Background: an optimization exercise with open tools, aiming at small area, a short achievable clock period and few clock cycles. Do not read the settings as production practice.
In this exercise RTL edits were held to simulation tests only and were not proved equivalent to the original.
Power and IR drop assume default switching activity.

==> flow/design.v <==
module Adder32 (
    input wire [31:0]   A_in,
    input wire [31:0]   B_in,
    output wire [31:0]   C_out
);
    assign C_out = A_in + B_in;
endmodule
module MUX2x1 
    #(parameter WIDTH = 32)
(
    input wire [WIDTH-1:0] In1,
    input wire [WIDTH-1:0] In2,
    output wire [WIDTH-1:0] MUX_out,
    input wire Select
);
reg [WIDTH-1:0] MUX_reg;
assign MUX_out = MUX_reg;
    always @(*) begin
        if (Select)
            MUX_reg = In2;
        else
            MUX_reg = In1;
    end
endmodule
module shift_left_twice 
#(parameter WIDTH = 4 )
( input wire [WIDTH-1:0]in,
  output wire [WIDTH-1:0]out
);
assign out = in << 2 ;
endmodule
module sign_extend 
( input wire [15:0]Inst,
  output reg  [31:0]Signlmm
);
wire [15:0] ones = 16'b 1111_1111_1111_1111 ;
wire [15:0] zeros = 16'b 0000_0000_0000_0000 ;
always @(*) begin
    if(Inst[15]==1)
        begin
        Signlmm = { ones , Inst[15:0]};
        end
        else
        begin
        Signlmm = {zeros , Inst[15:0]};
        end 
end
endmodule 
module P_Count (
    input wire [31:0]   PC_bar,
    input wire clk,
    input wire rst,
    output wire [31:0]   PC
);
    reg [31:0] PC_internal;
    assign PC = PC_internal;
    always @(posedge clk or negedge rst) begin
        if(~rst) begin
            PC_internal <= 32'b0;
        end
        else begin
            PC_internal <= PC_bar;
        end
    end
endmodule
module register_file 
#(parameter  WIDTH =32,
  parameter  DEPTH = 32 
)
(
    input wire [$clog2(WIDTH)-1:0] A1,A2,A3,
    input wire [WIDTH-1:0] WD3,
    input wire WE3,
    input wire clk,
    output wire [WIDTH-1:0]RD1,
    output wire [WIDTH-1:0]RD2,
    input wire rst
);   
 integer  i;
 reg[WIDTH-1:0]register_Bank[DEPTH-1:0];
       assign RD1 = register_Bank[A1];
       assign RD2 = register_Bank[A2];
    always @(posedge clk, negedge rst) begin
      if(rst == 0)
      begin 
            for(i=0;i<32;i=i+1)
            begin
            register_Bank[i] <= 0 ; 
             end 
      end 
      else if(WE3 == 1)
      begin
        register_Bank[A3] <= WD3;
      end 
    end
endmodule
module ALU 
(
input wire [2:0]ALU_Control,
input wire [31:0] SrcA,
input wire [31:0] SrcB,
output wire [31:0] ALUResult,
output wire zero 
);
reg [31:0] Res ;
reg zero_temp ;
always @(*) begin
case(ALU_Control)
3'b000:
    begin
        Res = SrcA & SrcB ;
        zero_temp = ~|Res;
    end 
3'b001:
    begin 
        Res = SrcA | SrcB ;
        zero_temp = ~|Res;
    end 
3'b010:
    begin 
        Res = SrcA + SrcB ; 
        zero_temp = ~|Res;
    end 
3'b100:
    begin 
        Res = SrcA - SrcB ;
        zero_temp = ~|Res;
    end 
3'b101:
    begin 
        Res = SrcA * SrcB;
        zero_temp = ~|Res;
    end
3'b110:
    begin 
        Res = (SrcA < SrcB ? 1 : 0);  
        zero_temp = ~|Res;
    end 
default:
     begin 
        Res = 0;
        zero_temp = 1; 
    end 
endcase
end 
    assign ALUResult = Res;
    assign zero = zero_temp;
endmodule
module control_unit
#( parameter WIDTH = 32, 
   loadWord = 6'b10_0011,
   storeWord = 6'b10_1011,
   rType = 6'b00_0000,
   addImmediate = 6'b00_1000,
   branchIfEqual = 6'b00_0100,
   jump_inst = 6'b00_0010
)
( input wire [WIDTH-1:0]Instr,
  output wire MemtoReg,
  output wire Branch,
  output wire ALUSrc,
  output wire RegDst,
  output wire RegWrite,
  output wire Jump,
  output wire [2:0]ALUControl,
  output wire MemWrite
);
       wire [5:0]Opcode;
       wire [5:0]Funct;
assign Opcode = Instr[31:26];
assign Funct =  Instr[5:0];
   reg MemtoReg_temp;
   reg Branch_temp; 
   reg ALUSrc_temp;
   reg RegDst_temp;
   reg RegWrite_temp;
   reg Jump_temp; 
   reg [1:0]ALUOp_temp;
   reg [2:0]ALUControl_temp;
   reg MemWrite_temp;
always @(*) begin
case(Opcode)
loadWord:
        begin 
        Jump_temp = 0 ;
        ALUOp_temp = 2'b00;
        MemWrite_temp = 1'b0;
        RegWrite_temp = 1'b1;
        RegDst_temp  = 1'b0;
        ALUSrc_temp = 1'b1;
        MemtoReg_temp = 1'b1;
        Branch_temp = 1'b0;
        end 
storeWord:
        begin 
        Jump_temp = 0 ;
        ALUOp_temp = 2'b00;
        MemWrite_temp = 1'b1;
        RegWrite_temp = 1'b0;
        RegDst_temp  = 1'b0;
        ALUSrc_temp = 1'b1;
        MemtoReg_temp = 1'b1;
        Branch_temp = 1'b0;
        end 
rType: 
       begin 
        Jump_temp = 0 ;
        ALUOp_temp = 2'b10;
        MemWrite_temp = 1'b0;
        RegWrite_temp = 1'b1;
        RegDst_temp  = 1'b1;
        ALUSrc_temp = 1'b0;
        MemtoReg_temp = 1'b0;
        Branch_temp = 1'b0;
       end 
addImmediate:
        begin 
        Jump_temp = 0 ;
        ALUOp_temp = 2'b00;
        MemWrite_temp = 1'b0;
        RegWrite_temp = 1'b1;
        RegDst_temp  = 1'b0;
        ALUSrc_temp = 1'b1;
        MemtoReg_temp = 1'b0;
        Branch_temp = 1'b0;
        end 
branchIfEqual:
        begin 
            Jump_temp = 0 ;
        ALUOp_temp = 2'b01;
        MemWrite_temp = 1'b0;
        RegWrite_temp = 1'b0;
        RegDst_temp  = 1'b0;
        ALUSrc_temp = 1'b0;
        MemtoReg_temp = 1'b0;
        Branch_temp = 1'b1;
        end 
jump_inst: 
        begin 
         Jump_temp = 1 ;
        ALUOp_temp = 2'b00;
        MemWrite_temp = 1'b0;
        RegWrite_temp = 1'b0;
        RegDst_temp  = 1'b0;
        ALUSrc_temp = 1'b0;
        MemtoReg_temp = 1'b0;
        Branch_temp = 1'b0;
        end 
  default:
       begin 
        Jump_temp = 0 ;
        ALUOp_temp = 2'b00;
        MemWrite_temp = 1'b0;
        RegWrite_temp = 1'b0;
        RegDst_temp  = 1'b0;
        ALUSrc_temp = 1'b0;
        MemtoReg_temp = 1'b0;
        Branch_temp = 1'b0;
       end 
endcase 
end
      wire [1:0]ALUOp;
      assign      Jump    = Jump_temp ;
      assign     ALUOp  = ALUOp_temp ;
      assign    MemWrite = MemWrite_temp;
      assign     RegWrite   = RegWrite_temp ;
      assign    RegDst   = RegDst_temp ;
      assign    ALUSrc   = ALUSrc_temp ;
      assign    MemtoReg  = MemtoReg_temp  ;
      assign    Branch  = Branch_temp ;
always @(*) begin
   case(ALUOp)
   2'b00:
    begin
     ALUControl_temp = 3'b010;
    end 
   2'b01:
   begin 
    ALUControl_temp =  3'b100;
   end 
   2'b10:
   begin
    case(Funct)
     6'b100000:  
        begin
    ALUControl_temp = 3'b010;
        end 
     6'b100010:  
        begin  
     ALUControl_temp = 3'b100;
        end 
     6'b101010:  
        begin 
        ALUControl_temp = 3'b110;
        end 
     6'b011100:  
       begin 
        ALUControl_temp = 3'b101;
       end 
     6'b100100:  
       begin
        ALUControl_temp = 3'b000;
       end
     6'b100101:  
       begin
        ALUControl_temp = 3'b001;
       end
     default:
       begin
        ALUControl_temp = 3'b010;
       end
    endcase   
   end 
   default:
   begin
    ALUControl_temp =  3'b010;
   end 
   endcase  
end
assign ALUControl = ALUControl_temp;
endmodule 
module data_path 
#(parameter WIDTH = 32)
(
input wire  clk,PCSrc,rst,
input wire  [2:0]ALUControl,
input wire  MemtoReg,ALUSrc,RegDst,RegWrite,
input wire  [WIDTH-1:0]ReadData,
input wire  [WIDTH-1:0]Instr,
input wire  Jump,
output wire zero,
output wire [WIDTH-1:0]PC,
output wire [WIDTH-1:0]ALUOut,
output wire [WIDTH-1:0]WriteData
);
wire [WIDTH-1:0]PCBranch;
wire [WIDTH-1:0]PCPlus4;
wire [25:0]shift1_input;
wire [WIDTH-1:0]SrcA;
wire [WIDTH-1:0]SrcB;
wire [WIDTH-1:0]RD2;
wire [4:0]MUX_A3;
wire [WIDTH-1:0]MUX_WD3;
wire [WIDTH-1:0]Signlmm;
wire [25:0] output_shifter;
wire [WIDTH-1:0] MUX1_OUT;
wire [WIDTH-1:0] PCJump;
wire [WIDTH-1:0] PC_temp;
wire [WIDTH-1:0]PC_OUTPUT;
wire [WIDTH-1:0] input1;
assign PC_OUTPUT = PC ; 
assign PCJump = {PC[31:28],Instr[25:0],2'b00};
assign WriteData = RD2;
register_file inst1 (
.A1(Instr[25:21]),
.A2(Instr[20:16]),
.A3(MUX_A3),
.WD3(MUX_WD3),
.WE3(RegWrite),
.RD1(SrcA),
.RD2(RD2),
.clk(clk),
.rst(rst)
);
ALU A1(
.SrcA(SrcA),
.SrcB(SrcB),
.zero(zero),
.ALU_Control(ALUControl),
.ALUResult(ALUOut)
);
sign_extend inst3(
.Inst(Instr[15:0]),
.Signlmm(Signlmm)
);
MUX2x1 M4(
.In1(RD2),
.In2(Signlmm),
.MUX_out(SrcB),
.Select(ALUSrc)
);
MUX2x1 #(.WIDTH(5)) M3(
.In1(Instr[20:16]),
.In2(Instr[15:11]),
.MUX_out(MUX_A3),
.Select(RegDst)
);
MUX2x1 M5(
.In1(ALUOut),
.In2(ReadData),
.MUX_out(MUX_WD3),
.Select(MemtoReg)
);
MUX2x1 M1(
 .In1(PCPlus4),
 .In2(PCBranch),
 .MUX_out(MUX1_OUT),
 .Select(PCSrc)
);
MUX2x1 M2(
    .In1(MUX1_OUT),
    .In2(PCJump),
    .MUX_out(PC_temp),
    .Select(Jump)
    );
P_Count p1(
.clk(clk),
.rst(rst),
.PC_bar(PC_temp),
.PC(PC)
);
shift_left_twice  #(.WIDTH(32)) shift_twice1(
.in(Signlmm),
.out(input1)
);
Adder32 Add1(
.A_in(input1),
.B_in(PCPlus4),
.C_out(PCBranch)
);
Adder32 Add2(
  .A_in(PC_OUTPUT),
  .B_in(32'b100),
  .C_out(PCPlus4) 
);
endmodule
module mips_core
( input  wire        clk,
  input  wire        rst_n,
  output wire [31:0] imem_addr,
  input  wire [31:0] imem_rdata,
  output wire [31:0] dmem_addr,
  output wire [31:0] dmem_wdata,
  output wire        dmem_we,
  input  wire [31:0] dmem_rdata
);
wire [31:0] PC, ALUOut , WriteData, ReadData, Instr ;
wire MemtoReg, ALUSrc, RegDst, RegWrite, MemWrite, Branch, Jump , PCSrc, zero ;
wire [2:0]  ALUControl;
assign PCSrc  = zero & Branch ;
assign imem_addr  = PC;
assign Instr      = imem_rdata;
assign dmem_addr  = ALUOut;
assign dmem_wdata = WriteData;
assign dmem_we    = MemWrite;
assign ReadData   = dmem_rdata;
 data_path D1 (
.clk(clk),
.rst(rst_n),
.PCSrc(PCSrc),
.ALUControl(ALUControl),
.MemtoReg(MemtoReg),
.ALUSrc(ALUSrc),
.RegDst(RegDst),
.RegWrite(RegWrite),
.ReadData(ReadData),
.Instr(Instr),
.Jump(Jump),
.zero(zero),
.PC(PC),
.ALUOut(ALUOut),
.WriteData(WriteData)
);
 control_unit C1(
.Instr(Instr),
.MemtoReg(MemtoReg),
.Branch(Branch),
.ALUSrc(ALUSrc),
.RegDst(RegDst),
.RegWrite(RegWrite),
.Jump(Jump),
.ALUControl(ALUControl),
.MemWrite(MemWrite)
);
endmodule
==> flow/config.mk <==
export PLATFORM = sky130hd
export DESIGN_NAME = mips_core
export DESIGN_NICKNAME = mips_core
export VERILOG_FILES = /design/flow/design.v
export SDC_FILE = /design/flow/constraint.sdc
export NUM_CORES = 4
export LEC_CHECK = 0
export CAP_MARGIN = 20
export CORE_MARGIN = 2
export CORE_UTILIZATION = 35
export PLACE_DENSITY = 0.55
export SLEW_MARGIN = 20
==> flow/constraint.sdc <==
create_clock -name core_clock -period 22.0 [get_ports {clk}]
set_input_delay 4.4000 -clock core_clock [delete_from_list [all_inputs] [get_ports {clk}]]
set_output_delay 4.4000 -clock core_clock [all_outputs]
set_load 0.01 [all_outputs]
==> flow/run.sh <==
#!/bin/bash
# synth_recipe.tcl (not shown) runs the flow's synth.tcl, then flattens the netlist and writes it again
# the make line also repeats each setting of config.mk as NAME=value (left out here)
make -C /OpenROAD-flow-scripts/flow DESIGN_CONFIG=/design/flow/config.mk WORK_HOME=/design/flow/orfs CLKGATE_MAP_FILE= SYNTH_SCRIPT=/design/flow/synth_recipe.tcl finish
==> results.txt <==
-- per-stage QoR --
stage	worst slack, ps	total power, mW	instances	hold slack, ps	utilization, %
6_report	266	4.92	11603	474	40.1
5_1_grt	205	5.05	11589	507	40.1
4_1_cts	780	4.90	11585	478	40.1
3_5_place_dp	801	2.81	11379	466	38.2
3_3_place_gp	756	2.80	11378	467	38.1
2_1_floorplan	4040	2.46	8713	450	-
-- power groups by stage --
stage | Combinational [mW] | Clock (mW) | Sequential [mW]
5_1_grt | 0.812 | 2.20 | 2.04
3_3_place_gp | 0.734 | 0 | 2.07
6_report | 0.772 | 2.12 | 2.03
3_5_place_dp | 0.743 | 0 | 2.07
2_1_floorplan | 0.396 | 0 | 2.06
4_1_cts | 0.746 | 2.12 | 2.03
-- sequential cells by signal (all words and copies together), names as in the netlist --
signal and flops:
D1.p1.PC_internal 30, D1.inst1.register_Bank 1024
-- logic make-up (layout without fill, tap and decap cells) --
logic type	count (synthesis)	count (layout)	synth area share (%)
and+or+nand+nor	2966	2966	17.4
AOI/OAI and AO/OA	2455	2455	21.0
buffers and inverters	1309	1378	7.07
DFF	1054	1054	35.7
adders and majority gates	661	661	15.4
xor gates and xnor gates	179	179	2.23
muxes	87	87	1.20
other	1	18	0.00507
-- cell usage in the layout, fill, tap and decap left out, types with 20 or more instances in the layout --
| master | n |
|---|---|
| nand3_1 | 229 |
| and3_1 | 49 |
| a31oi_1 | 27 |
| xor2_1 | 36 |
| o21a_1 | 30 |
| clkbuf_16 | 112 |
| dfrtp_1 | 1054 |
| nand2_1 | 1558 |
| a22o_1 | 64 |
| clkdlybuf4s50_1 | 154 |
| o21ai_0 | 1079 |
| buf_4 | 360 |
| xnor2_1 | 137 |
| mux2i_2 | 28 |
| mux2i_1 | 43 |
| inv_1 | 620 |
| nor4_1 | 68 |
| a21oi_1 | 221 |
| nand2b_1 | 31 |
| fa_1 | 411 |
| nand3b_1 | 25 |
| ha_1 | 250 |
| nor2_1 | 572 |
| a211oi_1 | 30 |
| or3_1 | 22 |
| nand4_1 | 113 |
| nor2b_1 | 20 |
| a221oi_1 | 66 |
| clkbuf_1 | 22 |
| nand2_4 | 29 |
| a22oi_1 | 732 |
| clkbuf_8 | 24 |
| nor2_4 | 45 |
| a21o_1 | 27 |
| nor3_1 | 75 |
-- cell usage after synthesis, drive strengths merged (23+ instances only) --
master | number | share of area, %
a211oi | 31 | 0.32
a21o | 27 | 0.27
a21oi | 238 | 1.7
a221oi | 66 | 0.78
a22o | 64 | 0.76
a22oi | 732 | 7.4
a31oi | 32 | 0.30
and2 | 29 | 0.25
and3 | 50 | 0.43
buf | 221 | 1.5
clkbuf | 449 | 2.3
dfrtp | 1054 | 36
fa | 411 | 11
ha | 250 | 4.2
inv | 629 | 3.2
mux2i | 79 | 1.1
nand2 | 1594 | 8.1
nand2b | 31 | 0.26
nand3 | 229 | 1.5
nand3b | 25 | 0.25
nand4 | 113 | 0.96
nor2 | 619 | 3.2
nor3 | 81 | 0.58
nor4 | 69 | 0.58
o21a | 30 | 0.30
o21ai | 1088 | 7.4
or3 | 23 | 0.19
xnor2 | 137 | 1.6
xor2 | 36 | 0.43
-- worst paths after layout --
check,end,cells after the start
worst max-delay path,dmem_addr[31],39
worst min-delay path,D1.p1.PC_internal[31],1
worst max register to register,D1.p1.PC_internal[31],42
worst min register to register,D1.p1.PC_internal[31],1
max in group asynchronous,D1.inst1.register_Bank[28][4],4
min in group asynchronous,D1.inst1.register_Bank[0][29],1
-- final cells by class --
cell class / count / area [sq um] / share of cell area (%)
well taps: 2805 / 3510 / 4.17
flip-flops and latches: 1054 / 26400 / 31.3
clock buffers: 158 / 3220 / 3.82
inverters: 639 / 2400 / 2.85
multi-input cells: 6350 / 43300 / 51.4
clock inverters: 48 / 787 / 0.935
diodes: 16 / 40.0 / 0.0476
repair buffers: 533 / 4540 / 5.39
-- per-layer routing --
metal  routed length [um]  GRT usage [%]
met3                58000           14.5
met4                34900           24.3
met5                  261         0.0223
met2               162000           51.7
met1               160000           49.1
==> results.txt <==
register-to-register setup slack=~9600 ps; initial antenna violation count=31; sequential power share=41.3%; clk sinks=1054; vias in the first global route=just over 70000; CP arrival=between 15000 and 20000 ps; die span in y=~460 um; P_leak=37.6 nW; Most common cell on crit path=fa_1; Final HPWL DP=285 mm; routed vias/inst=approximately 6.4; max_cap viols=0; die width=roughly 460 um; grt ovf=0; die area=215000 sq um; IO Port Bufs=160; critical path's largest stage delay=between 600 and 700 ps; Hold Crit Class=flip-flop to flip-flop; drc violations=0; Global Route Usage Sum=37.7%; slowest CP cell=buf_4; net switching power figure=between 1 and 1.5 mW; minimum clock period=approximately 22000 ps; setup TNS=0 ps; final setup fails=0; Layout fillers=21222; Relative slew margins=between 10% and 20%; Rows=between 150 and 200; Crit path buffers/inverters=9; Synth async-reset ratio=between 90% and 100%; Yosys warning total=8; vias=roughly 74000; Worst VDD drop=between 0.00007 and 0.00008 V; pwr dens=around 60 nW/um^2; Post-layout nets=between 9000 and 10000; antenna viol nets, final=0; post-synthesis sequential area ratio=between 30% and 40%; P_int=3.45 mW; Hold Buf Count CTS=0; Initial Util=between 30% and 40%; Setup Buffers After CTS=0; htree depth=3; CTS tree=yes; startpoint class of the critical path=input pin; critical path capture point type=output port; Worst-Margin Slew=1320 ps; area grow syn2layout=13.8%; first-pass GRT wire length=between 500 and 600 mm; DP Area=around 80000 sq um; unrepaired setup endpoints after global routing=no; DR iter-0 viols=11897; worst hold start=D1.p1.PC_internal[31]; post-route cell area=approximately 84000 sq um; number of synthesized flops with an enable pin=0; final hold violation count=0; CP Class=input pin to output port; switching portion of total power=about 30%; Yosys cell types=between 100 and 150; Slew Limit Fails=0; Skew-Pair Late Insertion Delay=850 ps; average wire per standard cell=35.8 um; Post-Route WL=about 420 mm; CTS Root Cell=clkbuf_16; Ports=around 160; Critical Path Source=imem_rdata[24]; outcome=timing/DRC/antenna clean; synthesized flop and latch total=between 1000 and 1500; CP Max Fanout=21; start of the worst register-to-register path=D1.inst1.register_Bank[6][2]; clock share of power=between 40% and 50%; Logic pwr share=between 10% and 20%; Crit path max-delay family=adder cells; post_cts resized=0; Cells after Synth=8712; fmax=~46 MHz; largest net degree at the start of global routing=144; TritonCTS buffer count=112; Max Root-Sink Buffers=3; Tcrit/Tclk final=a little over nine tenths; share of cells above drive strength 1=8.93%; RePlAce Congestion=around 1.0; first drt pass iteration count=8; Post-Synthesis Cell Area=73900 sq um; core footprint=210000 sq um; Most used DFF post-synth=dfrtp_1; Worst EP required=~18000 ps; Setup Skew=121 ps; Avg Cell Area, Syn=about 8.5 sq um; Reg clk slew, reported paths=approximately 60 ps
Testbench counts, summed over its fixed seeds: cycles 15,144.

[static timing again, ports no longer ideal]
The flow's constraints put no driver on any port. The routed layout listed below was extracted and timed again, unchanged, in two steps.
Step 1 sets driving cells, clkbuf_16 on the clock port and buf_2 on the other inputs (assumed; they add their load-dependent delay and slew).
Step 2 adds t to the input delays and takes it off the output delays; t is the mean of the earliest and latest rising clock arrival at the registers after step 1. Input paths then give back, and output paths get back, about the clock's delay inside the block.
a / b / c = ideal / step 1 / step 2; a / b = the first two.
shift t [ns]: 0.885
setup WS [ns]: 0.266 / 0.217 / 0.217
pins driven straight from the clock port: 1
After both steps this run still meets setup and hold. The setup slack of this run moves by -0.049 ns with the drivers and by -0.049 ns with both steps.
